Context: an optimization exercise on an open-source flow, tuned for small area, a short achievable clock period and few clock cycles per item. The choices shown serve that exercise and are no tape-out recipe. Only simulation tests tie the RTL to the original design; equivalence was not proved. Power and IR drop assume default switching activity.

==> flow/design.v <==
module mp_cache_data_array(
    clk0,csb0,web0,wmask0,addr0,din0,dout0
  );
  parameter NUM_WMASKS = 32 ;
  parameter DATA_WIDTH = 256 ;
  parameter ADDR_WIDTH = 4 ;
  parameter RAM_DEPTH = 1 << ADDR_WIDTH;
  input  clk0;  
  input   csb0;  
  input  web0;  
  input [ADDR_WIDTH-1:0]  addr0;
  input [NUM_WMASKS-1:0]   wmask0;  
  input [DATA_WIDTH-1:0]  din0;
  output [DATA_WIDTH-1:0] dout0;
  reg  web0_reg;
  reg [NUM_WMASKS-1:0]   wmask0_reg;
  reg [ADDR_WIDTH-1:0]  addr0_reg;
  reg [DATA_WIDTH-1:0]  din0_reg;
  reg [DATA_WIDTH-1:0]  dout0;
  always @(posedge clk0)
  begin
    if( !csb0 ) begin
      web0_reg <= web0;
      wmask0_reg <= wmask0;
      addr0_reg <= addr0;
      din0_reg <= din0;
    end
  end
  wire [DATA_WIDTH*RAM_DEPTH-1:0] mem_flat;
  genvar r, b;
  generate
    for (r = 0; r < RAM_DEPTH; r = r + 1) begin : row
      reg [DATA_WIDTH-1:0] q;
      for (b = 0; b < NUM_WMASKS; b = b + 1) begin : lane
        always @(posedge clk0)
          if (!web0_reg && addr0_reg == r && wmask0_reg[b])
            q[b*8 +: 8] <= din0_reg[b*8 +: 8];
      end
      assign mem_flat[r*DATA_WIDTH +: DATA_WIDTH] = q;
    end
  endgenerate
  always @ (*)
  begin : MEM_READ0
    dout0 = mem_flat[addr0_reg*DATA_WIDTH +: DATA_WIDTH];
  end
endmodule
module mp_cache_tag_array(
    clk0,csb0,web0,addr0,din0,dout0
  );
  parameter DATA_WIDTH = 24 ;
  parameter ADDR_WIDTH = 4 ;
  parameter RAM_DEPTH = 1 << ADDR_WIDTH;
  input  clk0;  
  input   csb0;  
  input  web0;  
  input [ADDR_WIDTH-1:0]  addr0;
  input [DATA_WIDTH-1:0]  din0;
  output [DATA_WIDTH-1:0] dout0;
  reg  web0_reg;
  reg [ADDR_WIDTH-1:0]  addr0_reg;
  reg [DATA_WIDTH-1:0]  din0_reg;
  reg [DATA_WIDTH-1:0]  dout0;
  always @(posedge clk0)
  begin
    if( !csb0 ) begin
      web0_reg <= web0;
      addr0_reg <= addr0;
      din0_reg <= din0;
    end
  end
  wire [DATA_WIDTH*RAM_DEPTH-1:0] mem_flat;
  genvar r;
  generate
    for (r = 0; r < RAM_DEPTH; r = r + 1) begin : row
      reg [DATA_WIDTH-1:0] q;
      always @(posedge clk0)
        if (!web0_reg && addr0_reg == r)
          q <= din0_reg;
      assign mem_flat[r*DATA_WIDTH +: DATA_WIDTH] = q;
    end
  endgenerate
  always @ (*)
  begin : MEM_READ0
    dout0 = mem_flat[addr0_reg*DATA_WIDTH +: DATA_WIDTH];
  end
endmodule
module valid_array #(
            parameter               S_INDEX     = 4,
            parameter               WIDTH       = 1
)(
    input   logic                   clk0,
    input   logic                   rst0,
    input   logic                   csb0,
    input   logic                   web0,
    input   logic   [S_INDEX-1:0]   addr0,
    input   logic   [WIDTH-1:0]     din0,
    output  logic   [WIDTH-1:0]     dout0
);
            localparam              NUM_SETS    = 2**S_INDEX;
            logic                   web0_reg;
            logic   [S_INDEX-1:0]   addr0_reg;
            logic   [WIDTH-1:0]     din0_reg;
            logic   [WIDTH-1:0]     internal_array [NUM_SETS];
    always_ff @(posedge clk0) begin
        if (rst0) begin
            web0_reg  <= 1'b1;
            addr0_reg <= 'x;
            din0_reg  <= 'x;
        end else begin
            if (!csb0) begin
                web0_reg  <= web0;
                addr0_reg <= addr0;
                din0_reg  <= din0;
            end
        end
    end
    always_ff @(posedge clk0) begin
        if (rst0) begin
            for (int i = 0; i < NUM_SETS; i++) begin
                internal_array[i] <= '0;
            end
        end else begin
            if (!web0_reg) begin
                internal_array[addr0_reg] <= din0_reg;
            end
        end
    end
    always_comb begin
        dout0 = internal_array[addr0_reg];
    end
endmodule : valid_array
module lru_array #(
            parameter               S_INDEX     = 4,
            parameter               WIDTH       = 3
)(
    input   logic                   clk0,
    input   logic                   rst0,
    input   logic                   csb0,
    input   logic                   web0,
    input   logic   [S_INDEX-1:0]   addr0,
    input   logic   [WIDTH-1:0]     din0,
    output  logic   [WIDTH-1:0]     dout0,
    input   logic                   csb1,
    input   logic                   web1,
    input   logic   [S_INDEX-1:0]   addr1,
    input   logic   [WIDTH-1:0]     din1,
    output  logic   [WIDTH-1:0]     dout1
);
            localparam              NUM_SETS    = 2**S_INDEX;
            logic                   web0_reg;
            logic   [S_INDEX-1:0]   addr0_reg;
            logic   [WIDTH-1:0]     din0_reg;
            logic                   web1_reg;
            logic   [S_INDEX-1:0]   addr1_reg;
            logic   [WIDTH-1:0]     din1_reg;
            logic   [WIDTH-1:0]     internal_array [NUM_SETS];
    always_ff @(posedge clk0) begin
        if (rst0) begin
            web0_reg  <= 1'b1;
            addr0_reg <= 'x;
            din0_reg  <= 'x;
            web1_reg  <= 1'b1;
            addr1_reg <= 'x;
            din1_reg  <= 'x;
        end else begin
            if (!csb0) begin
                web0_reg  <= web0;
                addr0_reg <= addr0;
                din0_reg  <= din0;
            end
            if (!csb1) begin
                web1_reg  <= web1;
                addr1_reg <= addr1;
                din1_reg  <= din1;
            end
        end
    end
    always_ff @(posedge clk0) begin
        if (rst0) begin
            for (int i = 0; i < NUM_SETS; i++) begin
                internal_array[i] <= '0;
            end
        end else begin
            if (!web0_reg) begin
                internal_array[addr0_reg] <= din0_reg;
            end
            if (!web1_reg) begin
                internal_array[addr1_reg] <= din1_reg;
            end
        end
    end
    always_comb begin
        dout0 = (!web1_reg && (addr0_reg==addr1_reg)) ? din1_reg : internal_array[addr0_reg];
        dout1 = internal_array[addr1_reg];
    end
endmodule : lru_array
module cache (
    input   logic           clk,
    input   logic           rst,
    input   logic   [31:0]  ufp_addr,
    input   logic   [3:0]   ufp_rmask,
    input   logic   [3:0]   ufp_wmask,
    output  logic   [31:0]  ufp_rdata,
    input   logic   [31:0]  ufp_wdata,
    output  logic           ufp_resp,
    output  logic   [31:0]  dfp_addr,
    output  logic           dfp_read,
    output  logic           dfp_write,
    input   logic   [255:0] dfp_rdata,
    output  logic   [255:0] dfp_wdata,
    input   logic           dfp_resp
);
logic [255:0] line_q  [8];
logic [25:0]  tag_q   [8];
logic [7:0]   valid_q ;
logic [7:0]   dirty_q ;
logic [2:0]   plru_q  [2];
logic         st_wb ;       
logic         st_rd ;       
logic         resp_r ;
logic [31:0]  rdata_r ;
logic [255:0] wb_r ;
logic [25:0]  dtag_r ;      
logic [31:2]  addr_r ;
logic [31:0]  wdata_r ;
logic [3:0]   wmask_r ;
logic [7:0]   lsel_r ;      
wire ready  = ~st_wb & ~st_rd ;
wire accept = ready & ((|ufp_rmask) | (|ufp_wmask)) ;
wire is_wr  = |ufp_wmask ;
wire        in_set = ufp_addr[5] ;
wire [25:0] in_tag = ufp_addr[31:6] ;
wire [2:0]  in_off = ufp_addr[4:2] ;
logic [7:0] hit8 ;
logic [3:0] hitv ;
logic [3:0] vic ;
logic [2:0] p ;
logic [2:0] pnext ;
logic [3:0] wayv ;
logic [7:0] lsel ;
logic       hit ;
logic       vdirty ;
logic [25:0] vtag ;
always_comb
begin
   for (int l = 0; l < 8; l++)
      hit8[l] = valid_q[l] && (tag_q[l] == in_tag) ;
   hitv = in_set ? hit8[7:4] : hit8[3:0] ;
   hit  = |hitv ;
   p    = in_set ? plru_q[1] : plru_q[0] ;
   vic[0] = p[1:0] == 2'b00 ;
   vic[1] = p[1:0] == 2'b10 ;
   vic[2] = {p[2],p[0]} == 2'b01 ;
   vic[3] = {p[2],p[0]} == 2'b11 ;
   wayv = hit ? hitv : vic ;
   lsel = in_set ? {wayv, 4'b0000} : {4'b0000, wayv} ;
   vdirty = 1'b0 ;
   vtag   = '0 ;
   for (int w = 0; w < 4; w++) begin
      if (vic[w]) begin
         vdirty = vdirty | (in_set ? valid_q[4+w] & dirty_q[4+w] : valid_q[w] & dirty_q[w]) ;
         vtag   = vtag | (in_set ? tag_q[4+w] : tag_q[w]) ;
      end
   end
   pnext = p ;
   if (wayv[0]) pnext = {p[2], 2'b11} ;
   if (wayv[1]) pnext = {p[2], 2'b01} ;
   if (wayv[2]) pnext = {1'b1, p[1], 1'b0} ;
   if (wayv[3]) pnext = {1'b0, p[1], 1'b0} ;
end
logic [31:0] wword [4] ;
logic [31:0] hword ;
always_comb
begin
   hword = '0 ;
   for (int w = 0; w < 4; w++) begin
      wword[w] = in_set ? line_q[4+w][in_off*32 +: 32] : line_q[w][in_off*32 +: 32] ;
      hword = hword | ({32{hitv[w]}} & wword[w]) ;
   end
end
logic [255:0] vline ;
always_comb
begin
   vline = '0 ;
   for (int w = 0; w < 4; w++)
      vline = vline | ({256{vic[w]}} & (in_set ? line_q[4+w] : line_q[w])) ;
end
wire fill = st_rd & dfp_resp ;
logic [31:0]  wbyte ;        
logic [255:0] din ;
always_comb
begin
   for (int b = 0; b < 32; b++) begin
      if (st_rd)
         wbyte[b] = (addr_r[4:2] == b/4) && wmask_r[b%4] ;
      else
         wbyte[b] = 1'b1 ;
      din[b*8 +: 8] = wbyte[b] ? (st_rd ? wdata_r[(b%4)*8 +: 8] : ufp_wdata[(b%4)*8 +: 8])
                               : dfp_rdata[b*8 +: 8] ;
   end
end
wire hitwr = accept & hit & is_wr ;
logic [31:0] hbyte ;         
always_comb
   for (int b = 0; b < 32; b++)
      hbyte[b] = (in_off == b/4) && ufp_wmask[b%4] ;
generate for (genvar l = 0; l < 8; l++) begin : lines
   for (genvar b = 0; b < 32; b++) begin : bytes
      always_ff @(posedge clk)
         if ((fill && lsel_r[l]) || (hitwr && lsel[l] && hbyte[b]))
            line_q[l][b*8 +: 8] <= din[b*8 +: 8] ;
   end
   always_ff @(posedge clk)
      if (fill && lsel_r[l])
         tag_q[l] <= addr_r[31:6] ;
   always_ff @(posedge clk)
      if (rst)
         valid_q[l] <= 1'b0 ;
      else if (fill && lsel_r[l])
         valid_q[l] <= 1'b1 ;
   always_ff @(posedge clk)
      if (fill && lsel_r[l])
         dirty_q[l] <= |wmask_r ;
      else if (hitwr && lsel[l])
         dirty_q[l] <= 1'b1 ;
end endgenerate
always_ff @(posedge clk)
begin
   if (rst) begin
      st_wb  <= 1'b0 ;
      st_rd  <= 1'b0 ;
      resp_r <= 1'b0 ;
      plru_q[0] <= '0 ;
      plru_q[1] <= '0 ;
   end
   else begin
      resp_r <= 1'b0 ;
      if (accept) begin
         plru_q[in_set] <= pnext ;
         if (hit)
            resp_r <= 1'b1 ;
         else begin
            st_wb <= vdirty ;
            st_rd <= ~vdirty ;
         end
      end
      if (st_wb && dfp_resp) begin
         st_wb <= 1'b0 ;
         st_rd <= 1'b1 ;
      end
      if (fill) begin
         st_rd  <= 1'b0 ;
         resp_r <= 1'b1 ;
      end
   end
end
always_ff @(posedge clk)
begin
   if (ready) begin
      addr_r  <= ufp_addr[31:2] ;
      wdata_r <= ufp_wdata ;
      wmask_r <= ufp_wmask ;
      lsel_r  <= lsel ;
      wb_r    <= vline ;
      dtag_r  <= vdirty ? vtag : in_tag ;
   end
   else if (st_wb && dfp_resp)
      dtag_r  <= addr_r[31:6] ;
end
always_ff @(posedge clk)
   rdata_r <= st_rd ? dfp_rdata[addr_r[4:2]*32 +: 32] : hword ;
assign ufp_resp  = resp_r ;
assign ufp_rdata = rdata_r ;
assign dfp_read  = st_rd ;
assign dfp_write = st_wb ;
assign dfp_addr  = {dtag_r, addr_r[5], 5'b00000} ;
assign dfp_wdata = wb_r ;
endmodule
==> flow/run.sh <==
#!/bin/bash
# synth_recipe.tcl (not shown) runs the flow's synth.tcl, then flattens the netlist and writes it again
# the make line also repeats each setting of config.mk as NAME=value (left out here)
make -C /OpenROAD-flow-scripts/flow DESIGN_CONFIG=/design/flow/config.mk WORK_HOME=/design/flow/orfs CLKGATE_MAP_FILE= SYNTH_SCRIPT=/design/flow/synth_recipe.tcl finish
==> flow/config.mk <==
export PLATFORM = sky130hd
export DESIGN_NAME = cache
export DESIGN_NICKNAME = cache
export VERILOG_FILES = /design/flow/design.v
export SDC_FILE = /design/flow/constraint.sdc
export NUM_CORES = 4
export LEC_CHECK = 0
export CAP_MARGIN = 20
export CORE_MARGIN = 2
export CORE_UTILIZATION = 40
export SLEW_MARGIN = 20
export SYNTH_MEMORY_MAX_BITS = 65536
==> flow/constraint.sdc <==
create_clock -name core_clock -period 11.0 [get_ports {clk}]
set_input_delay 2.2000 -clock core_clock [delete_from_list [all_inputs] [get_ports {clk}]]
set_output_delay 2.2000 -clock core_clock [all_outputs]
set_load 0.01 [all_outputs]
==> summary.md, run 1 <==
| Metric | Value |
|---|---|
| Reg clk slew, reported paths | `0.06 ns` |
| Antenna Nets Post-Route | `0` |
| Power share of the sequential group | `0.467` |
| Num Clock Sinks | `2669` |
| Fin util | `0.473` |
| Worst reg-to-reg path cell count | `5` |
| Register area share after synthesis | `0.655` |
| Most used DFF post-synth | `edfxtp_1` |
| Async set-reset flop share out of synthesis | `0` |
| Minimum clock period after layout | `6.39 ns` |
| Post-synth top cells | `edfxtp_1 (2626), mux2i_1 (1294), o22ai_1 (626)` |
| Startpoint types | `input port` |
| First-pass iteration count of the detailed router | `6` |
| P per Cell Area | `188 nW/µm²` |
| Buffers inserted by post-CTS timing repair | `0` |
| VDD IR max | `136 µV` |
| Yosys reg bits | `2669` |
| GRT Total Usage | `0.303` |
| Non-Filler Instances | `12700` |
| Final HPWL DP | `333 mm` |
| Dominant cell by count in the synthesized netlist | `edfxtp_1` |
| Crit-path max FO | `129` |
| Wirelength per Cell | `38.0 µm` |
| Initial antenna violation count | `83` |
| Status | `no timing/DRC/antenna violations` |
| Largest net degree at the start of global routing | `133` |
| Layout cell share with drive strength beyond 1 | `0.183` |
| Data required time of the critical path | `11.64 ns` |
| CTS Buf Count | `300` |
| Mean Syn Cell Area | `15.7 µm²` |
| Worst Skew | `0.0709 ns` |
| Yosys top cell by area | `edfxtp_1` |
| Max Cap Viol | `0` |
| Post-synth cell types | `59` |
| DR DRC count | `0` |
| Reg-to-reg endpoint | `line_q[6][35]$_DFFE_PP_` |
| CTS tree | `done` |
| Overflow after GRT | `0` |
| Vias in the first global route | `75300` |
| Internal power | `19.5 mW` |
| Post_cts resized | `0` |
| CP Capture Type | `flop` |
| Relative slew slack | `0.149` |
| Mapped Area | `122000 µm²` |
| Clock power share | `0.375` |
| CP startpoint | `ufp_addr[5]` |
| PortBufs | `646` |
| Unrepaired setup endpoints after global routing | `no` |
| CTS Buffer Depth | `4` |
| End of the critical path | `wb_r[43]$_DFFE_PP_` |
| Final hold violation count | `0` |
| Top area cells in the synthesized netlist | `edfxtp_1 (65%), mux2i_1 (11%), mux4_2 (8.1%)` |
| Reg2Reg Setup Slack | `6.41 ns` |
| RR Startpoint | `st_rd$_SDFFE_PP0P_` |
| Placed Cells | `12100` |
| Clock latency (worst-skew pair) | `0.95 ns` |
| I/O pin total | `654` |
| NetSw | `7.46 mW` |
| Fin. max-slew vios | `0` |
| Initial core utilization | `0.402` |
| Combinational share of power | `0.158` |
| # rows | `202` |
| CTS Root Cell | `clkbuf_16` |
| Tightest Pin Transition | `1.24 ns` |
| Crit share post-route | `0.581` |
| DR iter-0 viols | `13500` |
| Leak | `49.7 nW` |
| Die width | `556 µm` |
| Gate Count Post-Synth | `7733` |
| Drt via density | `6.38` |
| Top cell type's share of synthesized area | `0.648` |
| Worst hold-check path type | `reg -> reg` |
| Crit Path Class | `in -> reg` |
| DRT Wirelength | `482 mm` |
| Area delta synth->final | `17.7%` |
| H-tree level count | `5` |
| Core region area | `303000 µm²` |
| Sw frac | `0.276` |
| Fmax | `157 MHz` |
| Routability cong. | `1.02` |
| Vias after detailed routing | `81000` |
| Hold buffers post-CTS | `0` |
| Final setup fails | `0` |
| First-pass GRT wire length | `642 mm` |
| # nets final | `8785` |
| Critical path arrival | `7.03 ns` |
| Setup TNS | `0 ns` |
| Die Span Y | `556 µm` |
| Hold slack | `0.463 ns` |
| Yosys warnings | `4` |
| Die area | `309000 µm²` |
| EDFF count, synth | `2626` |
==> metrics by stage <==
step                total power [mW]  worst slack (ns)  instance area, µm²
floorplan                       14.7             0.805              122000
global placement                16.9              3.89              133000
detailed placement              16.9              3.89              133000
CTS                             27.0              4.87              143000
global route                    27.6              4.58              143000
finish                          27.0              4.61              143000
==> registers in the layout, indices dropped and copies added, names as in the netlist <==
signal and count:
addr_r 30, wdata_r 32, st_rd 1, wb_r 256, rdata_r 32, plru_q 6
dtag_r 26, dirty_q 8, tag_q 208, wmask_r 4, resp_r 1, st_wb 1
lsel_r 8, valid_q 8, line_q 2048
==> cell type report <==
class                   count  area [µm²]
well taps                3978        4980
repair buffers           1010        9460
flip-flops and latches   2669       79700
clock inverters           170        1790
inverters                  17        78.8
diodes                     25        62.6
clock buffers             370        7940
multi-input cells        4456       39300
fillers                 26100      159000
==> power groups by stage <==
stage	Combinational [mW]	Sequential [mW]	Clock, mW
final	4.27	12.6	10.1
after CTS	4.17	12.6	10.2
after global placement	4.12	12.8	0
after floorplan	1.91	12.8	0
after global routing	4.40	12.6	10.6
after detailed placement	4.15	12.8	0
==> worst max-delay path, cell delays in order <==
cell and delay [ns]:
buf_16 0.35, buf_12 0.62, o21a_4 0.81, buf_12 0.69, buf_4 0.97, o22ai_1 0.28, or2_2 0.38
==> metal layers <==
metal	vias to the layer above	GRT usage	part of all wire
met4	64	0.110	0.043
met5	-	0.00266	0.0010
li1	32600	-	-
met2	5971	0.415	0.41
met1	41500	0.436	0.40
met3	885	0.111	0.15
==> kinds of logic after synthesis <==
logic type | share of synthesized area
multiplexers | 0.188
AND/OR/NAND/NOR | 0.0380
other | 0.0000308
buffers and inverters | 0.0256
flip-flops | 0.655
XOR/XNOR | 0.0150
AO/OA/AOI/OAI | 0.0788
==> worst min path at each step <==
| stage | startpoint | endpoint | slack [ns] | cells past startpoint |
|---|---|---|---|---|
| 2_1_floorplan | valid_q[0]$_SDFFE_PP0P_ | valid_q[0]$_SDFFE_PP0P_ | 0.43 | 2 |
| 3_3_place_gp | valid_q[2]$_SDFFE_PP0P_ | valid_q[2]$_SDFFE_PP0P_ | 0.45 | 2 |
| 6_report | valid_q[3]$_SDFFE_PP0P_ | valid_q[3]$_SDFFE_PP0P_ | 0.46 | 2 |
| 5_1_grt | valid_q[2]$_SDFFE_PP0P_ | valid_q[2]$_SDFFE_PP0P_ | 0.51 | 2 |
| 4_1_cts | valid_q[2]$_SDFFE_PP0P_ | valid_q[2]$_SDFFE_PP0P_ | 0.47 | 2 |
| 3_5_place_dp | valid_q[2]$_SDFFE_PP0P_ | valid_q[2]$_SDFFE_PP0P_ | 0.45 | 2 |
==> placed cells by master (no fill, tap or decap), types with 138 or more instances in the layout <==
master,n
clkdlybuf4s50_1,642
mux4_2,438
o22ai_1,626
clkbuf_16,307
a21oi_1,325
or2_2,258
nand2_1,184
nor2_1,341
edfxtp_1,2626
xnor2_1,138
buf_4,342
o21ai_0,194
mux2i_1,1277
Testbench counts, summed over its fixed seeds: cycles 93,084, requests 16,000.
==> inputs of run 2 (changes only) <==
--- a/flow/design.v
+++ b/flow/design.v
@@ -220,5 +220,6 @@
 logic         resp_r ;
 logic [31:0]  rdata_r ;
-logic [255:0] wb_r ;
+logic [255:0] wb_r ;        
+logic [7:0]   osel_r ;      
 logic [25:0]  dtag_r ;      
 logic [31:2]  addr_r ;
@@ -269,20 +270,10 @@
    if (wayv[3]) pnext = {1'b0, p[1], 1'b0} ;
 end
-logic [31:0] wword [4] ;
-logic [31:0] hword ;
+logic [255:0] sline ;
 always_comb
 begin
-   hword = '0 ;
-   for (int w = 0; w < 4; w++) begin
-      wword[w] = in_set ? line_q[4+w][in_off*32 +: 32] : line_q[w][in_off*32 +: 32] ;
-      hword = hword | ({32{hitv[w]}} & wword[w]) ;
-   end
-end
-logic [255:0] vline ;
-always_comb
-begin
-   vline = '0 ;
-   for (int w = 0; w < 4; w++)
-      vline = vline | ({256{vic[w]}} & (in_set ? line_q[4+w] : line_q[w])) ;
+   sline = '0 ;
+   for (int l = 0; l < 8; l++)
+      sline = sline | ({256{lsel[l]}} & line_q[l]) ;
 end
 wire fill = st_rd & dfp_resp ;
@@ -362,12 +353,19 @@
       wmask_r <= ufp_wmask ;
       lsel_r  <= lsel ;
-      wb_r    <= vline ;
+      wb_r    <= sline ;
+      osel_r  <= 8'b1 << in_off ;
       dtag_r  <= vdirty ? vtag : in_tag ;
    end
    else if (st_wb && dfp_resp)
       dtag_r  <= addr_r[31:6] ;
+   else if (fill)
+      wb_r    <= din ;
+end
+always_comb
+begin
+   rdata_r = '0 ;
+   for (int k = 0; k < 8; k++)
+      rdata_r = rdata_r | ({32{osel_r[k]}} & wb_r[k*32 +: 32]) ;
 end
-always_ff @(posedge clk)
-   rdata_r <= st_rd ? dfp_rdata[addr_r[4:2]*32 +: 32] : hword ;
 assign ufp_resp  = resp_r ;
 assign ufp_rdata = rdata_r ;
==> summary.md, run 2 <==
| Metric | Value |
|---|---|
| Final WS setup | `3.79 ns (was 4.61 ns)` |
| Initial core utilization | `0.403 (was 0.402)` |
| Hold-critical path depth | `2 (unchanged)` |
| CP Capture Type | `flop (unchanged)` |
| Largest register FFs | `2048 (unchanged)` |
| Worst Skew | `0.0982 ns (was 0.0709 ns)` |
| DR iter-0 viols | `12400 (was 13500)` |
| Post-synth cell types | `67 (was 59)` |
| Async set-reset flop share out of synthesis | `0 (unchanged)` |
| Antenna Nets Post-Route | `0 (unchanged)` |
| Tightest Pin Transition | `1.35 ns (was 1.24 ns)` |
| Vias in the first global route | `74000 (was 75300)` |
| Mean Syn Cell Area | `15.2 µm² (was 15.7 µm²)` |
| Die area | `289000 µm² (was 309000 µm²)` |
| First-pass iteration count of the detailed router | `7 (was 6)` |
| Multi-input gate area | `33000 µm² (was 39300 µm²)` |
| Reg clk slew, reported paths | `0.06 ns (about the same)` |
| Crit path buf inv count | `3 (was 4)` |
| Initial antenna violation count | `72 (was 83)` |
| Yosys warnings | `3 (was 4)` |
| Vias after detailed routing | `80200 (was 81000)` |
| Gate Count Post-Synth | `7503 (was 7733)` |
| Yosys reg bits | `2645 (was 2669)` |
| Reg2Reg Setup Slack | `5.52 ns (was 6.41 ns)` |
| Worst Setup Slack post-DPL | `3.01 ns (was 3.89 ns)` |
| Leak | `43.8 nW (was 49.7 nW)` |
| Hold slack | `0.469 ns (was 0.463 ns)` |
| Post-DP Area | `125000 µm² (was 133000 µm²)` |
| I/O pin total | `654 (unchanged)` |
| Post-synth top cells | `edfxtp_1 (2634), mux2i_1 (601), a21oi_1 (548) (was edfxtp_1 (2626), mux2i_1 (1294), o22ai_1 (626))` |
| Crit share post-route | `0.655 (was 0.581)` |
| Top Family by Delay on Critical Path | `compound AO/OA/AOI/OAI gates (was buffers and inverters)` |
| Hold path endpoint | `valid_q[1]$_SDFFE_PP0P_ (was valid_q[3]$_SDFFE_PP0P_)` |
| EDFF count, synth | `2634 (was 2626)` |
| Clock latency (worst-skew pair) | `0.96 ns (was 0.95 ns)` |
| CTS Buffer Depth | `4 (unchanged)` |
| Fin. max-slew vios | `0 (unchanged)` |
| Top cell type's share of synthesized area | `0.695 (was 0.648)` |
| Hold buffers post-CTS | `0 (unchanged)` |
| Fillers | `24200 (was 26100)` |
| Minimum clock period after layout | `7.21 ns (was 6.39 ns)` |
| Crit-path max FO | `45 (was 129)` |
| Slowest CP cell | `a21oi_1 (was buf_4)` |
| Critical path arrival | `7.75 ns (was 7.03 ns)` |
| Die Span Y | `537 µm (was 556 µm)` |
| PortBufs | `646 (unchanged)` |
| Setup TNS | `0 ns (unchanged)` |
| Layout cell share with drive strength beyond 1 | `0.153 (was 0.183)` |
| # rows | `195 (was 202)` |
| Unrepaired setup endpoints after global routing | `no (unchanged)` |
| DRT Wirelength | `487 mm (was 482 mm)` |
| Worst hold-check path type | `reg -> reg (unchanged)` |
| CTS Buf Count | `289 (was 300)` |
| Yosys top cell by area | `edfxtp_1 (unchanged)` |
| Worst reg-to-reg path cell count | `10 (was 5)` |
| First-pass GRT wire length | `639 mm (was 642 mm)` |
| Status | `no timing/DRC/antenna violations (unchanged)` |
| Post_cts resized | `0 (unchanged)` |
| GRT Total Usage | `0.327 (was 0.303)` |
| DR DRC count | `0 (unchanged)` |
| Placed Cells | `11500 (was 12100)` |
| CTS tree | `done (unchanged)` |
| Overflow after GRT | `0 (unchanged)` |
| Register area share after synthesis | `0.697 (was 0.655)` |
| Dominant cell by count in the synthesized netlist | `edfxtp_1 (unchanged)` |
| Worst-path cell chain | `clkdlybuf4s50_1, xor2_1, nor4_1, nand3_1, o22ai_4, nor2_4, buf_4, a21oi_4, a31oi_4, buf_4, a21oi_1 (was buf_16, buf_12, o21a_4, buf_12, buf_4, o22ai_1, or2_2)` |
| Hold path startpoint | `valid_q[1]$_SDFFE_PP0P_ (was valid_q[3]$_SDFFE_PP0P_)` |
| Non-Filler Instances | `12100 (was 12700)` |
| Fmax | `139 MHz (was 157 MHz)` |
| RR Startpoint | `tag_q[7][16]$_DFFE_PP_ (was st_rd$_SDFFE_PP0P_)` |
| Final HPWL DP | `308 mm (was 333 mm)` |
| # nets final | `8434 (was 8785)` |
| Most used DFF post-synth | `edfxtp_1 (unchanged)` |
| Reg-to-reg endpoint | `line_q[6][100]$_DFFE_PP_ (was line_q[6][35]$_DFFE_PP_)` |
| Max incr delay on CP | `1.11 ns (was 0.97 ns)` |
| Core region area | `283000 µm² (was 303000 µm²)` |
| Final setup fails | `0 (unchanged)` |
| H-tree level count | `5 (unchanged)` |
| Drt via density | `6.61 (was 6.38)` |
| Die width | `537 µm (was 556 µm)` |
| Most used cell, CP | `buf_4 (was buf_12)` |
| Most common cell after layout, fill and taps aside | `edfxtp_1 (unchanged)` |
| Mapped Area | `114000 µm² (was 122000 µm²)` |
| Most frequent cells in the layout | `edfxtp_1 (2634), clkdlybuf4s50_1 (643), mux2i_1 (566) (was edfxtp_1 (2626), mux2i_1 (1277), clkdlybuf4s50_1 (642))` |
| Largest net degree at the start of global routing | `109 (was 133)` |
| VDD IR max | `139 µV (was 136 µV)` |
| Startpoint types | `input port (unchanged)` |
| Relative slew slack | `0.101 (was 0.149)` |
| Area delta synth->final | `18.1% (was 17.7%)` |
| Final Power | `30.6 mW (was 27.0 mW)` |
| Final hold violation count | `0 (unchanged)` |
| Num Clock Sinks | `2645 (was 2669)` |
| Max Cap Viol | `0 (unchanged)` |
| Fin util | `0.476 (was 0.473)` |
| Post-route cell area | `134000 µm² (was 143000 µm²)` |
| Data required time of the critical path | `11.54 ns (was 11.64 ns)` |
| Reg with most FFs | `line_q (unchanged)` |
| Top area cells in the synthesized netlist | `edfxtp_1 (70%), mux2i_1 (5.3%), mux2_2 (2.8%) (was edfxtp_1 (65%), mux2i_1 (11%), mux4_2 (8.1%))` |
| Register area | `79300 µm² (was 79700 µm²)` |
| Routability cong. | `0.980 (was 1.02)` |
| Crit Path Class | `in -> reg (unchanged)` |
| Top flop regs | `line_q x2048, wb_r x256, tag_q x208 (unchanged)` |
| P per Cell Area | `228 nW/µm² (was 188 nW/µm²)` |
| Wirelength per Cell | `40.2 µm (was 38.0 µm)` |
| Buffers inserted by post-CTS timing repair | `0 (unchanged)` |
| CTS Root Cell | `clkbuf_16 (unchanged)` |
[run 2: cell count changes after synthesis, moves of 223 or more]
cell,delta
o22ai_1,-623
nand2_1,+265
mux2i_1,-693
or2_2,-255
mux2_2,+276
o22a_1,+229
mux4_2,-412
a21oi_1,+223
a221o_1,+233
[run 2: final cells by class]
cell class | count | area share
inverter | 21 | 0.000661
multi-input combinational | 4285 | 0.245
antenna | 82 | 0.00153
tap | 3743 | 0.0348
sequential | 2645 | 0.590
clock inverter | 145 | 0.00982
timing repair buffer | 861 | 0.0614
clock buffer | 353 | 0.0565
[run 2: power by group]
group / switching (mW) / internal [mW] / leakage (nW)
logic: 4.60 / 2.28 / 15.3
registers: 1.66 / 12.7 / 24.2
clock network: 4.10 / 5.32 / 4.35
total: 10.4 / 20.3 / 43.8
[run 2: metal layers]
| metal | up-vias | global-route usage | routed length, µm |
|---|---|---|---|
| met2 | 6795 | 0.463 | 206000 |
| met1 | 40600 | 0.412 | 173000 |
| met3 | 1498 | 0.120 | 69600 |
| li1 | 31300 | - | - |
| met4 | 28 | 0.230 | 38900 |
| met5 | - | 0.00625 | 290 |
[run 2: worst min-delay path: cells and delay by family (launching register included)]
family	cells	cell delay, ns
DFF	1	0.32
and+or+nand+nor	2	0.11
[run 2: cell families (layout without fill, tap and decap cells)]
logic type / count (synthesis) / count (layout) / synth area share
AO/OA/AOI/OAI: 1869 / 1869 / 0.130
buffers and inverters: 577 / 1380 / 0.0218
XOR/XNOR: 208 / 208 / 0.0160
AND/OR/NAND/NOR: 1297 / 1297 / 0.0499
other: 1 / 87 / 0.0000330
flip-flops: 2645 / 2645 / 0.697
multiplexers: 906 / 906 / 0.0856
[run 2: how the worst max path moves through the flow]
| stage | end | cells after the start | slack (ns) | startpoint |
|---|---|---|---|---|
| 5_1_grt | wb_r[3]$_DFFE_PP_ | 13 | 3.81 | ufp_addr[21] |
| 6_report | line_q[6][100]$_DFFE_PP_ | 11 | 3.79 | ufp_addr[22] |
| 4_1_cts | line_q[6][151]$_DFFE_PP_ | 11 | 3.97 | ufp_addr[22] |
| 2_1_floorplan | wb_r[0]$_DFFE_PP_ | 2 | 1.28 | dfp_resp |
| 3_5_place_dp | line_q[1][104]$_DFFE_PP_ | 11 | 3.01 | ufp_addr[22] |
| 3_3_place_gp | line_q[6][151]$_DFFE_PP_ | 11 | 3.13 | ufp_addr[22] |
Testbench counts of run 2, summed over its fixed seeds: cycles 93,084, requests 16,000.
==> inputs of run 3 (changes only) <==
--- a/flow/design.v
+++ b/flow/design.v
@@ -219,7 +219,7 @@
 logic         st_rd ;       
 logic         resp_r ;
+logic         wrhit_r ;     
 logic [31:0]  rdata_r ;
-logic [255:0] wb_r ;        
-logic [7:0]   osel_r ;      
+logic [255:0] wb_r ;
 logic [25:0]  dtag_r ;      
 logic [31:2]  addr_r ;
@@ -240,4 +240,5 @@
 logic [3:0] wayv ;
 logic [7:0] lsel ;
+logic [7:0] vsel ;
 logic       hit ;
 logic       vdirty ;
@@ -256,11 +257,10 @@
    wayv = hit ? hitv : vic ;
    lsel = in_set ? {wayv, 4'b0000} : {4'b0000, wayv} ;
+   vsel = in_set ? {vic, 4'b0000} : {4'b0000, vic} ;
    vdirty = 1'b0 ;
    vtag   = '0 ;
-   for (int w = 0; w < 4; w++) begin
-      if (vic[w]) begin
-         vdirty = vdirty | (in_set ? valid_q[4+w] & dirty_q[4+w] : valid_q[w] & dirty_q[w]) ;
-         vtag   = vtag | (in_set ? tag_q[4+w] : tag_q[w]) ;
-      end
+   for (int l = 0; l < 8; l++) begin
+      vdirty = vdirty | (vsel[l] & valid_q[l] & dirty_q[l]) ;
+      vtag   = vtag | ({26{vsel[l]}} & tag_q[l]) ;
    end
    pnext = p ;
@@ -270,34 +270,44 @@
    if (wayv[3]) pnext = {1'b0, p[1], 1'b0} ;
 end
-logic [255:0] sline ;
+logic [31:0] wword [4] ;
+logic [31:0] hword ;
+logic        fwd ;
 always_comb
 begin
-   sline = '0 ;
+   hword = '0 ;
+   for (int w = 0; w < 4; w++) begin
+      wword[w] = in_set ? line_q[4+w][in_off*32 +: 32] : line_q[w][in_off*32 +: 32] ;
+      hword = hword | ({32{hitv[w]}} & wword[w]) ;
+   end
+   fwd = wrhit_r && (ufp_addr[31:2] == addr_r) ;
+   for (int b = 0; b < 4; b++)
+      if (fwd && wmask_r[b])
+         hword[b*8 +: 8] = wdata_r[b*8 +: 8] ;
+end
+logic [7:0]   wsel ;
+logic [255:0] vline ;
+always_comb
+begin
+   wsel  = ready ? vsel : lsel_r ;
+   vline = '0 ;
    for (int l = 0; l < 8; l++)
-      sline = sline | ({256{lsel[l]}} & line_q[l]) ;
+      vline = vline | ({256{wsel[l]}} & line_q[l]) ;
 end
 wire fill = st_rd & dfp_resp ;
 logic [31:0]  wbyte ;        
+logic [31:0]  we ;           
 logic [255:0] din ;
 always_comb
 begin
    for (int b = 0; b < 32; b++) begin
-      if (st_rd)
-         wbyte[b] = (addr_r[4:2] == b/4) && wmask_r[b%4] ;
-      else
-         wbyte[b] = 1'b1 ;
-      din[b*8 +: 8] = wbyte[b] ? (st_rd ? wdata_r[(b%4)*8 +: 8] : ufp_wdata[(b%4)*8 +: 8])
-                               : dfp_rdata[b*8 +: 8] ;
+      wbyte[b] = (addr_r[4:2] == b/4) && wmask_r[b%4] ;
+      we[b]    = fill || (wrhit_r && wbyte[b]) ;
+      din[b*8 +: 8] = wbyte[b] ? wdata_r[(b%4)*8 +: 8] : dfp_rdata[b*8 +: 8] ;
    end
 end
-wire hitwr = accept & hit & is_wr ;
-logic [31:0] hbyte ;         
-always_comb
-   for (int b = 0; b < 32; b++)
-      hbyte[b] = (in_off == b/4) && ufp_wmask[b%4] ;
 generate for (genvar l = 0; l < 8; l++) begin : lines
    for (genvar b = 0; b < 32; b++) begin : bytes
       always_ff @(posedge clk)
-         if ((fill && lsel_r[l]) || (hitwr && lsel[l] && hbyte[b]))
+         if (lsel_r[l] && we[b])
             line_q[l][b*8 +: 8] <= din[b*8 +: 8] ;
    end
@@ -313,5 +323,5 @@
       if (fill && lsel_r[l])
          dirty_q[l] <= |wmask_r ;
-      else if (hitwr && lsel[l])
+      else if (wrhit_r && lsel_r[l])
          dirty_q[l] <= 1'b1 ;
 end endgenerate
@@ -319,16 +329,20 @@
 begin
    if (rst) begin
-      st_wb  <= 1'b0 ;
-      st_rd  <= 1'b0 ;
-      resp_r <= 1'b0 ;
+      st_wb   <= 1'b0 ;
+      st_rd   <= 1'b0 ;
+      resp_r  <= 1'b0 ;
+      wrhit_r <= 1'b0 ;
       plru_q[0] <= '0 ;
       plru_q[1] <= '0 ;
    end
    else begin
-      resp_r <= 1'b0 ;
+      resp_r  <= 1'b0 ;
+      wrhit_r <= 1'b0 ;
       if (accept) begin
          plru_q[in_set] <= pnext ;
-         if (hit)
-            resp_r <= 1'b1 ;
+         if (hit) begin
+            resp_r  <= 1'b1 ;
+            wrhit_r <= is_wr ;
+         end
          else begin
             st_wb <= vdirty ;
@@ -353,18 +367,13 @@
       wmask_r <= ufp_wmask ;
       lsel_r  <= lsel ;
-      wb_r    <= sline ;
-      osel_r  <= 8'b1 << in_off ;
       dtag_r  <= vdirty ? vtag : in_tag ;
    end
    else if (st_wb && dfp_resp)
       dtag_r  <= addr_r[31:6] ;
-   else if (fill)
-      wb_r    <= din ;
 end
-always_comb
+always_ff @(posedge clk)
 begin
-   rdata_r = '0 ;
-   for (int k = 0; k < 8; k++)
-      rdata_r = rdata_r | ({32{osel_r[k]}} & wb_r[k*32 +: 32]) ;
+   wb_r    <= vline ;
+   rdata_r <= st_rd ? dfp_rdata[addr_r[4:2]*32 +: 32] : hword ;
 end
 assign ufp_resp  = resp_r ;
--- a/flow/config.mk
+++ b/flow/config.mk
@@ -9,4 +9,5 @@
 export CORE_MARGIN = 2
 export CORE_UTILIZATION = 40
+export SETUP_SLACK_MARGIN = 5
 export SLEW_MARGIN = 20
 export SYNTH_MEMORY_MAX_BITS = 65536
==> summary.md, run 3 <==
| Metric | Value |
|---|---|
| H-tree level count | `5 (unchanged)` |
| Routability cong. | `0.974 (was 0.980)` |
| Gate Count Post-Synth | `6888 (was 7503)` |
| Largest net degree at the start of global routing | `141 (was 109)` |
| Worst hold-check path type | `reg -> reg (unchanged)` |
| First-pass iteration count of the detailed router | `6 (was 7)` |
| I/O pin total | `654 (unchanged)` |
| RR Startpoint | `addr_r[2]$_DFFE_PP_ (was tag_q[7][16]$_DFFE_PP_)` |
| Yosys top cell by area | `edfxtp_1 (unchanged)` |
| Minimum clock period after layout | `5.87 ns (was 7.21 ns)` |
| Most used DFF post-synth | `edfxtp_1 (unchanged)` |
| Largest family of logic cells by synthesized area | `multiplexers (was compound AO/OA/AOI/OAI gates)` |
| DRT Wirelength | `477 mm (was 487 mm)` |
| VDD IR max | `211 µV (was 139 µV)` |
| Post_cts resized | `0 (unchanged)` |
| Multiplexer area fraction after synthesis | `0.158 (was 0.0856)` |
| Die Span Y | `542 µm (was 537 µm)` |
| Xor and xnor area share after synthesis | `0.0181 (was 0.0160)` |
| CTS tree | `done (unchanged)` |
| Data required time of the critical path | `11.80 ns (was 11.54 ns)` |
| Mean Syn Cell Area | `16.8 µm² (was 15.2 µm²)` |
| # nets final | `7816 (was 8434)` |
| Final setup fails | `0 (unchanged)` |
| Post-Synth Simple-Gate Area | `0.0424 (was 0.0499)` |
| Die area | `293000 µm² (was 289000 µm²)` |
| Post-synth top cells | `edfxtp_1 (2370), a22oi_1 (1130), mux4_2 (630) (was edfxtp_1 (2634), mux2i_1 (601), a21oi_1 (548))` |
| Crit Path Class | `in -> reg (unchanged)` |
| Antenna Nets Post-Route | `0 (unchanged)` |
| Crit share post-route | `0.534 (was 0.655)` |
| Compound-Gate Fraction of Synth Area | `0.0926 (was 0.130)` |
| Top cell type's share of synthesized area | `0.615 (was 0.695)` |
| Layout cell share with drive strength beyond 1 | `0.211 (was 0.153)` |
| Crit-path max FO | `68 (was 45)` |
| Most frequent cells in the layout | `edfxtp_1 (2370), a22oi_1 (1130), clkdlybuf4s50_1 (642) (was edfxtp_1 (2634), clkdlybuf4s50_1 (643), mux2i_1 (566))` |
| CP startpoint | `ufp_addr[5] (was ufp_addr[22])` |
| Num Clock Sinks | `2670 (was 2645)` |
| PortBufs | `646 (unchanged)` |
| Dominant cell by count in the synthesized netlist | `edfxtp_1 (unchanged)` |
| Max Cap Viol | `0 (unchanged)` |
| Startpoint types | `input port (unchanged)` |
| Area delta synth->final | `17.7% (was 18.1%)` |
| First-pass GRT wire length | `636 mm (was 639 mm)` |
| Unrepaired setup endpoints after global routing | `no (unchanged)` |
| Top area cells in the synthesized netlist | `edfxtp_1 (62%), mux4_2 (12%), a22oi_1 (7.3%) (was edfxtp_1 (70%), mux2i_1 (5.3%), mux2_2 (2.8%))` |
| Top flop regs | `line_q x2048, wb_r x256, tag_q x208 (unchanged)` |
| Reg clk slew, reported paths | `0.06 ns (about the same)` |
| Final HPWL DP | `323 mm (was 308 mm)` |
| # rows | `197 (was 195)` |
| Status | `no timing/DRC/antenna violations (unchanged)` |
| Clock latency (worst-skew pair) | `0.94 ns (was 0.96 ns)` |
| Most common cell after layout, fill and taps aside | `edfxtp_1 (unchanged)` |
| CTS Buffer Depth | `4 (unchanged)` |
| Fin. max-slew vios | `0 (unchanged)` |
| Relative slew slack | `0.168 (was 0.101)` |
| Final hold violation count | `0 (unchanged)` |
| Fillers | `24400 (was 24200)` |
| Core region area | `288000 µm² (was 283000 µm²)` |
| Wirelength per Cell | `41.4 µm (was 40.2 µm)` |
| Reg with most FFs | `line_q (unchanged)` |
| Leak | `43.1 nW (was 43.8 nW)` |
| CP Capture Type | `flop (unchanged)` |
| Async set-reset flop share out of synthesis | `0 (unchanged)` |
| Critical path arrival | `6.67 ns (was 7.75 ns)` |
| Yosys reg bits | `2670 (was 2645)` |
| Register area share after synthesis | `0.667 (was 0.697)` |
| Fmax | `170 MHz (was 139 MHz)` |
| Hold buffers post-CTS | `0 (unchanged)` |
| DR DRC count | `0 (unchanged)` |
| Largest register FFs | `2048 (unchanged)` |
| CTS Buf Count | `295 (was 289)` |
| Buffers inserted by post-CTS timing repair | `0 (unchanged)` |
| Die width | `542 µm (was 537 µm)` |
| Fin util | `0.473 (was 0.476)` |
| Adder-cell share of the synthesized area | `0 (unchanged)` |
| GRT Total Usage | `0.316 (was 0.327)` |
| Mapped Area | `116000 µm² (was 114000 µm²)` |
| Vias in the first global route | `74400 (was 74000)` |
| Hold path startpoint | `valid_q[3]$_SDFFE_PP0P_ (was valid_q[1]$_SDFFE_PP0P_)` |
| Tightest Pin Transition | `1.25 ns (was 1.35 ns)` |
| Initial antenna violation count | `94 (was 72)` |
| Initial core utilization | `0.402 (was 0.403)` |
| Vias after detailed routing | `78300 (was 80200)` |
| Setup TNS | `0 ns (unchanged)` |
| Post-synth cell types | `66 (was 67)` |
| Overflow after GRT | `0 (unchanged)` |
| DR iter-0 viols | `14100 (was 12400)` |
| CTS Root Cell | `clkbuf_16 (unchanged)` |
| Yosys warnings | `4 (was 3)` |
| Worst Skew | `0.0869 ns (was 0.0982 ns)` |
| EDFF count, synth | `2370 (was 2634)` |
| P per Cell Area | `228 nW/µm² (about the same)` |
| Drt via density | `6.79 (was 6.61)` |
## run 3: per-layer routing
layer / vias to the layer above / wire length (µm) / track usage
li1: 30000 / - / -
met1: 40300 / 176000 / 0.432
met2: 6992 / 194000 / 0.431
met3: 937 / 79300 / 0.130
met4: 46 / 27200 / 0.156
met5: - / 271 / 0
## run 3: per-stage QoR
stage	hold WS, ns	total power, mW	worst slack [ns]	instances	area (µm²)
final	0.467	31.0	5.13	11500	136000
after CTS	0.465	30.8	5.37	11500	136000
after floorplan	0.432	16.4	6.73	6892	116000
after detailed placement	0.452	20.8	4.41	11000	126000
after global routing	0.504	31.6	5.19	11500	136000
after global placement	0.444	20.8	4.41	11000	126000
## run 3: layout make-up
| class | instances | area [µm²] | share of cell area |
|---|---|---|---|
| clock inverter | 145 | 1630 | 0.0120 |
| timing repair buffer | 836 | 8090 | 0.0594 |
| sequential | 2670 | 77200 | 0.567 |
| clock buffer | 381 | 8060 | 0.0592 |
| tap | 3781 | 4730 | 0.0347 |
| multi-input combinational | 3664 | 36300 | 0.267 |
| inverter | 18 | 70.1 | 0.000515 |
| antenna | 34 | 85.1 | 0.000625 |
## run 3: logic make-up (layout without fill, tap and decap cells)
| group | count (synthesis) | in the layout |
|---|---|---|
| other cells | 1 | 39 |
| compound gates | 1436 | 1436 |
| buf+inv | 558 | 1380 |
| simple gates | 985 | 985 |
| mux | 999 | 999 |
| xor+xnor | 239 | 239 |
| flops | 2670 | 2670 |
## run 3: where the power goes
group	switching (mW)	total, mW	internal [mW]	leakage [nW]
combinational	5.00	7.67	2.67	14.4
sequential	0.887	13.2	12.4	24.0
clock	4.24	10.1	5.82	4.71
## run 3: final timing paths
| kind | endpoint | slack (ns) | depth (start not counted) |
|---|---|---|---|
| max reg2reg | line_q[1][111]$_DFFE_PP_ | 6.09 | 7 |
| min | valid_q[3]$_SDFFE_PP0P_ | 0.47 | 2 |
| max | rdata_r[19]$_DFF_P_ | 5.13 | 10 |
| min reg2reg | valid_q[3]$_SDFFE_PP0P_ | 0.47 | 2 |
## run 3: worst max-delay path: stages
cell and delay, ns:
buf_8 0.43, buf_4 0.70, buf_4 0.81, buf_4 0.64
mux4_2 0.46, a22oi_1 0.51, nand2_1 0.10, o2bb2ai_1 0.14
o21ai_0 0.29, nand2_1 0.09
Testbench counts of run 3, summed over its fixed seeds: cycles 93,084, requests 16,000.
==> inputs of run 4 (changes only) <==
==> flow/flow/run.sh (new file) <==
#!/bin/bash
# Standard layout, with repair_timing aiming for 6 ns of setup slack.
set -euo pipefail
bash standard.sh SETUP_SLACK_MARGIN=6 finish > flow.log 2>&1
==> flow/standard.sh (new file) <==
#!/bin/bash
# synth_recipe.tcl (not shown) runs the flow's synth.tcl, then flattens the netlist and writes it again
# the make line also repeats each setting of config.mk as NAME=value (left out here)
make -C /OpenROAD-flow-scripts/flow DESIGN_CONFIG=/design/flow/config.mk WORK_HOME=/design/flow/orfs CLKGATE_MAP_FILE= SYNTH_SCRIPT=/design/flow/synth_recipe.tcl "${@:-finish}"
--- a/flow/config.mk
+++ b/flow/config.mk
@@ -9,5 +9,4 @@
 export CORE_MARGIN = 2
 export CORE_UTILIZATION = 40
-export SETUP_SLACK_MARGIN = 5
 export SLEW_MARGIN = 20
 export SYNTH_MEMORY_MAX_BITS = 65536
removed: flow/run.sh
==> summary.md, run 4 <==
| Metric | Value |
|---|---|
| Status | `no timing/DRC/antenna violations (unchanged)` |
| DRT Wirelength | `479 mm (was 477 mm)` |
| Gate Count Post-Synth | `6888 (unchanged)` |
| Final HPWL DP | `323 mm (unchanged)` |
| Register area | `77200 µm² (unchanged)` |
| Most used DFF post-synth | `edfxtp_1 (unchanged)` |
| Max Cap Viol | `0 (unchanged)` |
| Mean Syn Cell Area | `16.8 µm² (unchanged)` |
| CTS Buf Count | `295 (unchanged)` |
| Minimum clock period after layout | `5.20 ns (was 5.87 ns)` |
| Register area share after synthesis | `0.667 (unchanged)` |
| # rows | `197 (unchanged)` |
| # nets final | `7810 (was 7816)` |
| Worst hold-check path type | `reg -> reg (unchanged)` |
| GRT Total Usage | `0.316 (about the same)` |
| Data required time of the critical path | `11.62 ns (was 11.80 ns)` |
| Fillers | `24400 (about the same)` |
| First-pass GRT wire length | `636 mm (about the same)` |
| Buffers inserted by post-CTS timing repair | `0 (unchanged)` |
| Top area cells in the synthesized netlist | `edfxtp_1 (62%), mux4_2 (12%), a22oi_1 (7.3%) (unchanged)` |
| Tightest Pin Transition | `1.25 ns (about the same)` |
| Worst Skew | `0.0837 ns (was 0.0869 ns)` |
| Antenna Nets Post-Route | `0 (unchanged)` |
| Top Family by Delay on Critical Path | `buffers and inverters (unchanged)` |
| Initial antenna violation count | `98 (was 94)` |
| DR iter-0 viols | `14400 (was 14100)` |
| Crit path buf inv count | `3 (was 4)` |
| First-pass iteration count of the detailed router | `6 (unchanged)` |
| Post-route cell area | `137000 µm² (was 136000 µm²)` |
| Post-DP Area | `126000 µm² (unchanged)` |
| Dominant cell by count in the synthesized netlist | `edfxtp_1 (unchanged)` |
| Overflow after GRT | `0 (unchanged)` |
| H-tree level count | `5 (unchanged)` |
| Post-synth top cells | `edfxtp_1 (2370), a22oi_1 (1130), mux4_2 (630) (unchanged)` |
| Max layer used | `met5 (unchanged)` |
| Setup TNS | `0 ns (unchanged)` |
| Reg with most FFs | `line_q (unchanged)` |
| Vias in the first global route | `74300 (was 74400)` |
| CTS Buffer Depth | `4 (unchanged)` |
| CTS Root Cell | `clkbuf_16 (unchanged)` |
| Final setup fails | `0 (unchanged)` |
| Hold path startpoint | `valid_q[3]$_SDFFE_PP0P_ (unchanged)` |
| Die Span Y | `542 µm (unchanged)` |
| Most frequent cells in the layout | `edfxtp_1 (2370), a22oi_1 (1130), clkdlybuf4s50_1 (641) (was edfxtp_1 (2370), a22oi_1 (1130), clkdlybuf4s50_1 (642))` |
| Fin. max-slew vios | `0 (unchanged)` |
| PortBufs | `646 (unchanged)` |
| Met2 routed wirelength | `196 mm (was 194 mm)` |
| Routability cong. | `0.974 (unchanged)` |
| Largest register FFs | `2048 (unchanged)` |
| Area delta synth->final | `18.1% (was 17.7%)` |
| Fmax | `192 MHz (was 170 MHz)` |
| DR DRC count | `0 (unchanged)` |
| Initial core utilization | `0.402 (unchanged)` |
| Mapped Area | `116000 µm² (unchanged)` |
| RR Startpoint | `addr_r[2]$_DFFE_PP_ (unchanged)` |
| Num Clock Sinks | `2670 (unchanged)` |
| Final hold violation count | `0 (unchanged)` |
| Hold slack | `0.462 ns (was 0.467 ns)` |
| EDFF count, synth | `2370 (unchanged)` |
| Max incr delay on CP | `0.93 ns (was 0.81 ns)` |
| Crit-path max FO | `33 (was 68)` |
| Core region area | `288000 µm² (unchanged)` |
| Unrepaired setup endpoints after global routing | `yes (was no)` |
| Wl on met1 | `176 mm (about the same)` |
| Wirelength per Cell | `41.6 µm (was 41.4 µm)` |
| Crit share post-route | `0.473 (was 0.534)` |
| Post-synth cell types | `66 (unchanged)` |
| Most used cell, CP | `buf_4 (unchanged)` |
| Worst-path cell chain | `clkdlybuf4s50_1, nand2_1, nand2b_2, nand2_2, buf_4, nor2_1, buf_4 (was buf_8, buf_4, buf_4, buf_4, mux4_2, a22oi_1, nand2_1, o2bb2ai_1, o21ai_0, nand2_1)` |
| Async set-reset flop share out of synthesis | `0 (unchanged)` |
| Leak | `43.1 nW (about the same)` |
| CP startpoint | `dfp_resp (was ufp_addr[5])` |
| Yosys reg bits | `2670 (unchanged)` |
| Largest net degree at the start of global routing | `141 (unchanged)` |
| Layout cell share with drive strength beyond 1 | `0.228 (was 0.211)` |
| Yosys top cell by area | `edfxtp_1 (unchanged)` |
| Top flop regs | `line_q x2048, wb_r x256, tag_q x208 (unchanged)` |
| Critical path arrival | `5.83 ns (was 6.67 ns)` |
| Yosys warnings | `4 (unchanged)` |
| Crit Path Class | `in -> reg (unchanged)` |
| Vias after detailed routing | `78400 (was 78300)` |
| P per Cell Area | `227 nW/µm² (was 228 nW/µm²)` |
| Die width | `542 µm (unchanged)` |
| Clock latency (worst-skew pair) | `0.94 ns (about the same)` |
| Reg clk slew, reported paths | `0.06 ns (about the same)` |
| Top cell type's share of synthesized area | `0.615 (unchanged)` |
| Relative slew slack | `0.168 (about the same)` |
| Hold buffers post-CTS | `0 (unchanged)` |
| Met3 routed WL | `79.7 mm (was 79.3 mm)` |
| CP Capture Type | `flop (unchanged)` |
| Most common cell after layout, fill and taps aside | `edfxtp_1 (unchanged)` |
| Startpoint types | `input port (unchanged)` |
| VDD IR max | `217 µV (was 211 µV)` |
| Die area | `293000 µm² (unchanged)` |
| Drt via density | `6.81 (was 6.79)` |
| I/O pin total | `654 (unchanged)` |
| CTS tree | `done (unchanged)` |
| Multi-input gate area | `36700 µm² (was 36300 µm²)` |
| Slowest CP cell | `buf_4 (unchanged)` |
run 4: layout make-up:
| class | instances | share of cell area |
|---|---|---|
| Inverter | 18 | 0.000513 |
| Clock buffer | 381 | 0.0590 |
| Sequential cell | 2670 | 0.565 |
| Tap cell | 3781 | 0.0346 |
| Antenna cell | 32 | 0.000586 |
| Multi-Input combinational cell | 3665 | 0.269 |
| Clock inverter | 145 | 0.0119 |
| Timing Repair Buffer | 829 | 0.0599 |
run 4: per-layer routing:
metal / vias up / track usage
li1: 30000 / -
met1: 40300 / 0.431
met2: 7063 / 0.432
met3: 983 / 0.131
met4: 50 / 0.153
met5: - / 0.00477
run 4: worst min-delay path, delay by kind of cell (launching register included):
| family | cells | cell delay, ns |
|---|---|---|
| AND/OR/NAND/NOR | 2 | 0.12 |
| flip-flops | 1 | 0.32 |
run 4: cells by family (layout without fill, tap and decap cells):
group | count (synthesis) | count (layout) | synth area share
simple gates | 985 | 985 | 0.0424
compound gates | 1436 | 1436 | 0.0926
flops | 2670 | 2670 | 0.667
xor+xnor | 239 | 239 | 0.0181
other cells | 1 | 37 | 0.0000324
buf+inv | 558 | 1373 | 0.0219
mux | 999 | 1000 | 0.158
run 4: final timing paths:
| kind | to | slack [ns] | depth (start not counted) |
|---|---|---|---|
| max | line_q[7][79]$_DFFE_PP_ | 5.80 | 7 |
| min | valid_q[3]$_SDFFE_PP0P_ | 0.46 | 2 |
| max reg2reg | line_q[1][113]$_DFFE_PP_ | 6.15 | 8 |
| min reg2reg | valid_q[3]$_SDFFE_PP0P_ | 0.46 | 2 |
run 4: what timing repair did:
action	4_1_cts	5_1_grt
resized for setup	139	46
cloned	0	3
pin swaps	0	0
endpoints found under the setup margin	1314	306
run 4: metrics by stage:
stage	setup slack (ns)	util	cells	total power [mW]
final	5.80	0.475	11500	31.0
after global routing	5.97	0.474	11500	31.7
after CTS	5.86	0.473	11500	30.8
after detailed placement	4.41	0.439	11000	20.8
after global placement	4.41	0.438	11000	20.8
after floorplan	6.73	-	6892	16.4
run 4: power breakdown:
group | internal [mW] | total, mW | switching [mW] | leakage, nW
sequential | 12.4 | 13.3 | 0.893 | 24.0
clock | 5.82 | 10.1 | 4.24 | 4.71
combinational | 2.68 | 7.74 | 5.06 | 14.4
total | 20.9 | 31.0 | 10.2 | 43.1
==> inputs of run 5 (changes only) <==
--- a/flow/design.v
+++ b/flow/design.v
@@ -236,4 +236,5 @@
 logic [3:0] hitv ;
 logic [3:0] vic ;
+logic [3:0] vic0, vic1 ;    
 logic [2:0] p ;
 logic [2:0] pnext ;
@@ -251,8 +252,5 @@
    hit  = |hitv ;
    p    = in_set ? plru_q[1] : plru_q[0] ;
-   vic[0] = p[1:0] == 2'b00 ;
-   vic[1] = p[1:0] == 2'b10 ;
-   vic[2] = {p[2],p[0]} == 2'b01 ;
-   vic[3] = {p[2],p[0]} == 2'b11 ;
+   vic  = in_set ? vic1 : vic0 ;
    wayv = hit ? hitv : vic ;
    lsel = in_set ? {wayv, 4'b0000} : {4'b0000, wayv} ;
@@ -270,14 +268,13 @@
    if (wayv[3]) pnext = {1'b0, p[1], 1'b0} ;
 end
-logic [31:0] wword [4] ;
+logic [7:0]  hsel ;
 logic [31:0] hword ;
 logic        fwd ;
 always_comb
 begin
+   hsel  = {{4{in_set}} & hit8[7:4], {4{~in_set}} & hit8[3:0]} ;
    hword = '0 ;
-   for (int w = 0; w < 4; w++) begin
-      wword[w] = in_set ? line_q[4+w][in_off*32 +: 32] : line_q[w][in_off*32 +: 32] ;
-      hword = hword | ({32{hitv[w]}} & wword[w]) ;
-   end
+   for (int l = 0; l < 8; l++)
+      hword = hword | ({32{hsel[l]}} & line_q[l][in_off*32 +: 32]) ;
    fwd = wrhit_r && (ufp_addr[31:2] == addr_r) ;
    for (int b = 0; b < 4; b++)
@@ -285,12 +282,27 @@
          hword[b*8 +: 8] = wdata_r[b*8 +: 8] ;
 end
-logic [7:0]   wsel ;
-logic [255:0] vline ;
+logic [3:0]   wsel0, wsel1 ;
+logic         wset ;
+logic [255:0] vline0, vline1, vline ;
 always_comb
 begin
-   wsel  = ready ? vsel : lsel_r ;
-   vline = '0 ;
-   for (int l = 0; l < 8; l++)
-      vline = vline | ({256{wsel[l]}} & line_q[l]) ;
+   vic0[0] = plru_q[0][1:0] == 2'b00 ;
+   vic0[1] = plru_q[0][1:0] == 2'b10 ;
+   vic0[2] = {plru_q[0][2],plru_q[0][0]} == 2'b01 ;
+   vic0[3] = {plru_q[0][2],plru_q[0][0]} == 2'b11 ;
+   vic1[0] = plru_q[1][1:0] == 2'b00 ;
+   vic1[1] = plru_q[1][1:0] == 2'b10 ;
+   vic1[2] = {plru_q[1][2],plru_q[1][0]} == 2'b01 ;
+   vic1[3] = {plru_q[1][2],plru_q[1][0]} == 2'b11 ;
+   wsel0 = ready ? vic0 : lsel_r[3:0] ;
+   wsel1 = ready ? vic1 : lsel_r[7:4] ;
+   wset  = ready ? in_set : addr_r[5] ;
+   vline0 = '0 ;
+   vline1 = '0 ;
+   for (int w = 0; w < 4; w++) begin
+      vline0 = vline0 | ({256{wsel0[w]}} & line_q[w]) ;
+      vline1 = vline1 | ({256{wsel1[w]}} & line_q[4+w]) ;
+   end
+   vline = wset ? vline1 : vline0 ;
 end
 wire fill = st_rd & dfp_resp ;
==> flow/flow/run.sh (replaced) <==
#!/bin/bash
# Standard layout (settings from config.mk) with two changes: ports are
# buffered with buf_1 (resized later where timing needs it), and
# repair_timing aims for 7.2 ns of setup slack so that it keeps improving
# the achieved period.  make's output goes to flow.log.
set -euo pipefail
bash standard.sh SETUP_SLACK_MARGIN=7.2 "BUFFER_PORTS_ARGS=-buffer_cell sky130_fd_sc_hd__buf_1" finish > flow.log 2>&1
--- a/flow/config.mk
+++ b/flow/config.mk
@@ -6,7 +6,9 @@
 export NUM_CORES = 4
 export LEC_CHECK = 0
-export CAP_MARGIN = 20
+export CAP_MARGIN = 35
 export CORE_MARGIN = 2
 export CORE_UTILIZATION = 40
-export SLEW_MARGIN = 20
+export CTS_CLUSTER_DIAMETER = 80
+export CTS_CLUSTER_SIZE = 20
+export SLEW_MARGIN = 35
 export SYNTH_MEMORY_MAX_BITS = 65536
==> summary.md, run 5 <==
| Metric | Value |
|---|---|
| Worst hold-check path type | `reg -> reg (unchanged)` |
| Die width | `545 µm (was 542 µm)` |
| Register area share after synthesis | `0.659 (was 0.667)` |
| Fillers | `24800 (was 24400)` |
| Layout cell share with drive strength beyond 1 | `0.253 (was 0.228)` |
| Drt via density | `6.99 (was 6.81)` |
| Reg clk slew, reported paths | `0.08 ns (was 0.06 ns)` |
| P per Cell Area | `166 nW/µm² (was 227 nW/µm²)` |
| Top area cells in the synthesized netlist | `edfxtp_1 (61%), mux4_2 (11%), a22oi_1 (7.0%) (was edfxtp_1 (62%), mux4_2 (12%), a22oi_1 (7.3%))` |
| Overflow after GRT | `0 (unchanged)` |
| Core region area | `291000 µm² (was 288000 µm²)` |
| Fmax | `250 MHz (was 192 MHz)` |
| Vias after detailed routing | `83300 (was 78400)` |
| Area delta synth->final | `17.0% (was 18.1%)` |
| Worst Skew | `0.0718 ns (was 0.0837 ns)` |
| Hold buffers post-CTS | `0 (unchanged)` |
| Post-route cell area | `137000 µm² (about the same)` |
| Status | `no timing/DRC/antenna violations (unchanged)` |
| DRT Wirelength | `523 mm (was 479 mm)` |
| Most used DFF post-synth | `edfxtp_1 (unchanged)` |
| PortBufs | `646 (unchanged)` |
| Async set-reset flop share out of synthesis | `0 (unchanged)` |
| Dominant cell by count in the synthesized netlist | `edfxtp_1 (unchanged)` |
| Top flop regs | `line_q x2048, wb_r x256, tag_q x208 (unchanged)` |
| Num Clock Sinks | `2670 (unchanged)` |
| Most common cell after layout, fill and taps aside | `edfxtp_1 (unchanged)` |
| Initial antenna violation count | `58 (was 98)` |
| Placed Cells | `11400 (was 11000)` |
| Vias in the first global route | `79100 (was 74300)` |
| Final HPWL DP | `322 mm (was 323 mm)` |
| Fin. max-slew vios | `0 (unchanged)` |
| Final hold violation count | `0 (unchanged)` |
| Non-Filler Instances | `11900 (was 11500)` |
| Crit share post-route | `0.364 (was 0.473)` |
| Final setup fails | `0 (unchanged)` |
| DR DRC count | `0 (unchanged)` |
| Top cell type's share of synthesized area | `0.608 (was 0.615)` |
| Routability cong. | `0.960 (was 0.974)` |
| Data required time of the critical path | `11.51 ns (was 11.62 ns)` |
| Yosys warnings | `3 (was 4)` |
| Startpoint types | `input port (unchanged)` |
| Setup TNS | `0 ns (unchanged)` |
| # nets final | `8160 (was 7810)` |
| CTS Buf Count | `171 (was 295)` |
| CTS Buffer Depth | `4 (unchanged)` |
| Tightest Pin Transition | `1.17 ns (was 1.25 ns)` |
| Crit Path Class | `in -> reg (unchanged)` |
| GRT Total Usage | `0.333 (was 0.316)` |
| # rows | `198 (was 197)` |
| VDD IR max | `134 µV (was 217 µV)` |
| Mapped Area | `117000 µm² (was 116000 µm²)` |
| H-tree level count | `4 (was 5)` |
| Worst-path cell chain | `buf_1, buf_4, nand2_1, nand2b_2, nand2_2, buf_6, nor2_2 (was clkdlybuf4s50_1, nand2_1, nand2b_2, nand2_2, buf_4, nor2_1, buf_4)` |
| Final Power | `22.7 mW (was 31.0 mW)` |
| Mean Syn Cell Area | `16.3 µm² (was 16.8 µm²)` |
| Largest register FFs | `2048 (unchanged)` |
| Die Span Y | `545 µm (was 542 µm)` |
| Largest net degree at the start of global routing | `170 (was 141)` |
| Fin util | `0.471 (was 0.475)` |
| Yosys top cell by area | `edfxtp_1 (unchanged)` |
| Max Cap Viol | `0 (unchanged)` |
| Minimum clock period after layout | `4.00 ns (was 5.20 ns)` |
| First-pass iteration count of the detailed router | `6 (unchanged)` |
| DR iter-0 viols | `15700 (was 14400)` |
| Post-DP Area | `125000 µm² (was 126000 µm²)` |
| Post-synth top cells | `edfxtp_1 (2370), a22oi_1 (1088), mux4_2 (576) (was edfxtp_1 (2370), a22oi_1 (1130), mux4_2 (630))` |
| Clock latency (worst-skew pair) | `0.94 ns (about the same)` |
| Post-synth cell types | `59 (was 66)` |
| CP Capture Type | `flop (unchanged)` |
| Unrepaired setup endpoints after global routing | `yes (unchanged)` |
| CTS Root Cell | `clkbuf_16 (unchanged)` |
-- run 5: cell types whose count changed in the layout (fill, tap and decap cells not counted), sizes merged, moves of 54 or more --
cell / previous run / this run
buf: 185 / 989
clkdlybuf4s50: 641 / 0
a31oi: 14 / 289
nand4: 288 / 31
and3: 12 / 268
mux2i: 98 / 288
o22ai: 15 / 128
clkinv: 98 / 20
clkbuf: 383 / 307
mux4: 630 / 576
-- run 5: timing repair --
| action | CTS | global route |
|---|---|---|
| endpoints found under the setup margin | 1756 | 260 |
| gates cloned | 44 | 32 |
| resized for setup | 445 | 197 |
| endpoints found under the hold margin | 0 | 0 |
| pin swaps | 42 | 63 |
| setup buffers | 69 | 41 |
-- run 5: routing by layer --
metal  global-route usage  share of wire  vias up
met5              0.00176        0.00061        -
met4                0.210          0.076       28
met3                0.109           0.15     1640
met2                0.495           0.44     8156
met1                0.420           0.34    42200
li1                     -              -    31200
-- run 5: area by class of cell --
class / instances / area (µm²) / share of cell area
inverter: 11 / 51.3 / 0.000374
timing repair buffer: 1045 / 8580 / 0.0626
tap: 3900 / 4880 / 0.0356
clock buffer: 265 / 4820 / 0.0352
antenna: 39 / 97.6 / 0.000712
multi-input combinational: 3930 / 40900 / 0.298
clock inverter: 44 / 533 / 0.00389
sequential: 2670 / 77200 / 0.563
-- run 5: report_power, final --
part / internal, mW / switching [mW] / total [mW]
combinational: 1.27 / 2.74 / 4.01
clock: 3.13 / 3.73 / 6.86
sequential: 11.5 / 0.282 / 11.8
-- run 5: worst max-delay path, delay by kind of cell --
family                 cells  cell delay [ns]
and+or+nand+nor            4             1.63
buffers and inverters      3             0.52
-- run 5: through the flow --
| step | hold slack [ns] | setup slack [ns] |
|---|---|---|
| finish | 0.489 | 7.00 |
| detailed placement | 0.472 | 4.63 |
| global placement | 0.451 | 4.49 |
| global route | 0.534 | 7.15 |
| floorplan | 0.440 | 6.66 |
| CTS | 0.493 | 7.15 |
-- run 5: path summary, 6_finish.rpt --
path	slack (ns)	depth (start not counted)	endpoint
setup reg to reg	7.15	6	line_q[5][135]$_DFFE_PP_
hold / removal	0.49	2	valid_q[6]$_SDFFE_PP0P_
hold reg to reg	0.49	2	valid_q[6]$_SDFFE_PP0P_
setup / recovery	7.00	7	line_q[0][219]$_DFFE_PP_
-- run 5: cell families after synthesis --
family | Yosys count | synth area share
compound gates | 1672 | 0.103
flops | 2670 | 0.659
other cells | 1 | 0.0000320
xor+xnor | 238 | 0.0178
simple gates | 895 | 0.0389
buf+inv | 610 | 0.0216
mux | 1120 | 0.160
Testbench counts of run 5, summed over its fixed seeds: cycles 93,084, requests 16,000.

## static timing again, ports no longer ideal
How much do the figures lean on ideal ports? The routed layouts below were timed once more, with nothing changed but the port constraints.
Step 1 assumes that a clkbuf_16 drives the clock port and a buf_2 every other input.
Step 2 times the ports against the registers' clock, not the clock port: input delays grow and output delays shrink by t, the midpoint of the rising clock arrivals with the driver on.
Three values: ideal, step 1, step 2; two values: the first two.
run | t (ns) | setup WS [ns] | worst slew at a driven data input, ns
run 1 | 1.018 | 4.612 / 4.627 / 3.609 | 0.24
run 2 | 1.027 | 3.793 / 3.861 / 2.833 | 0.14
run 3 | 1.004 | 5.131 / 5.162 / 4.157 | 0.27
run 4 | 1.002 | 5.799 / 5.808 / 4.806 | 0.28
run 5 | 1.001 | 6.999 / 6.992 / 5.991 | 0.30
After both steps setup and hold are still met in every run listed. The setup slack of run 5, which loses most, moves by -0.007 ns with the drivers and by -1.008 ns with both steps.
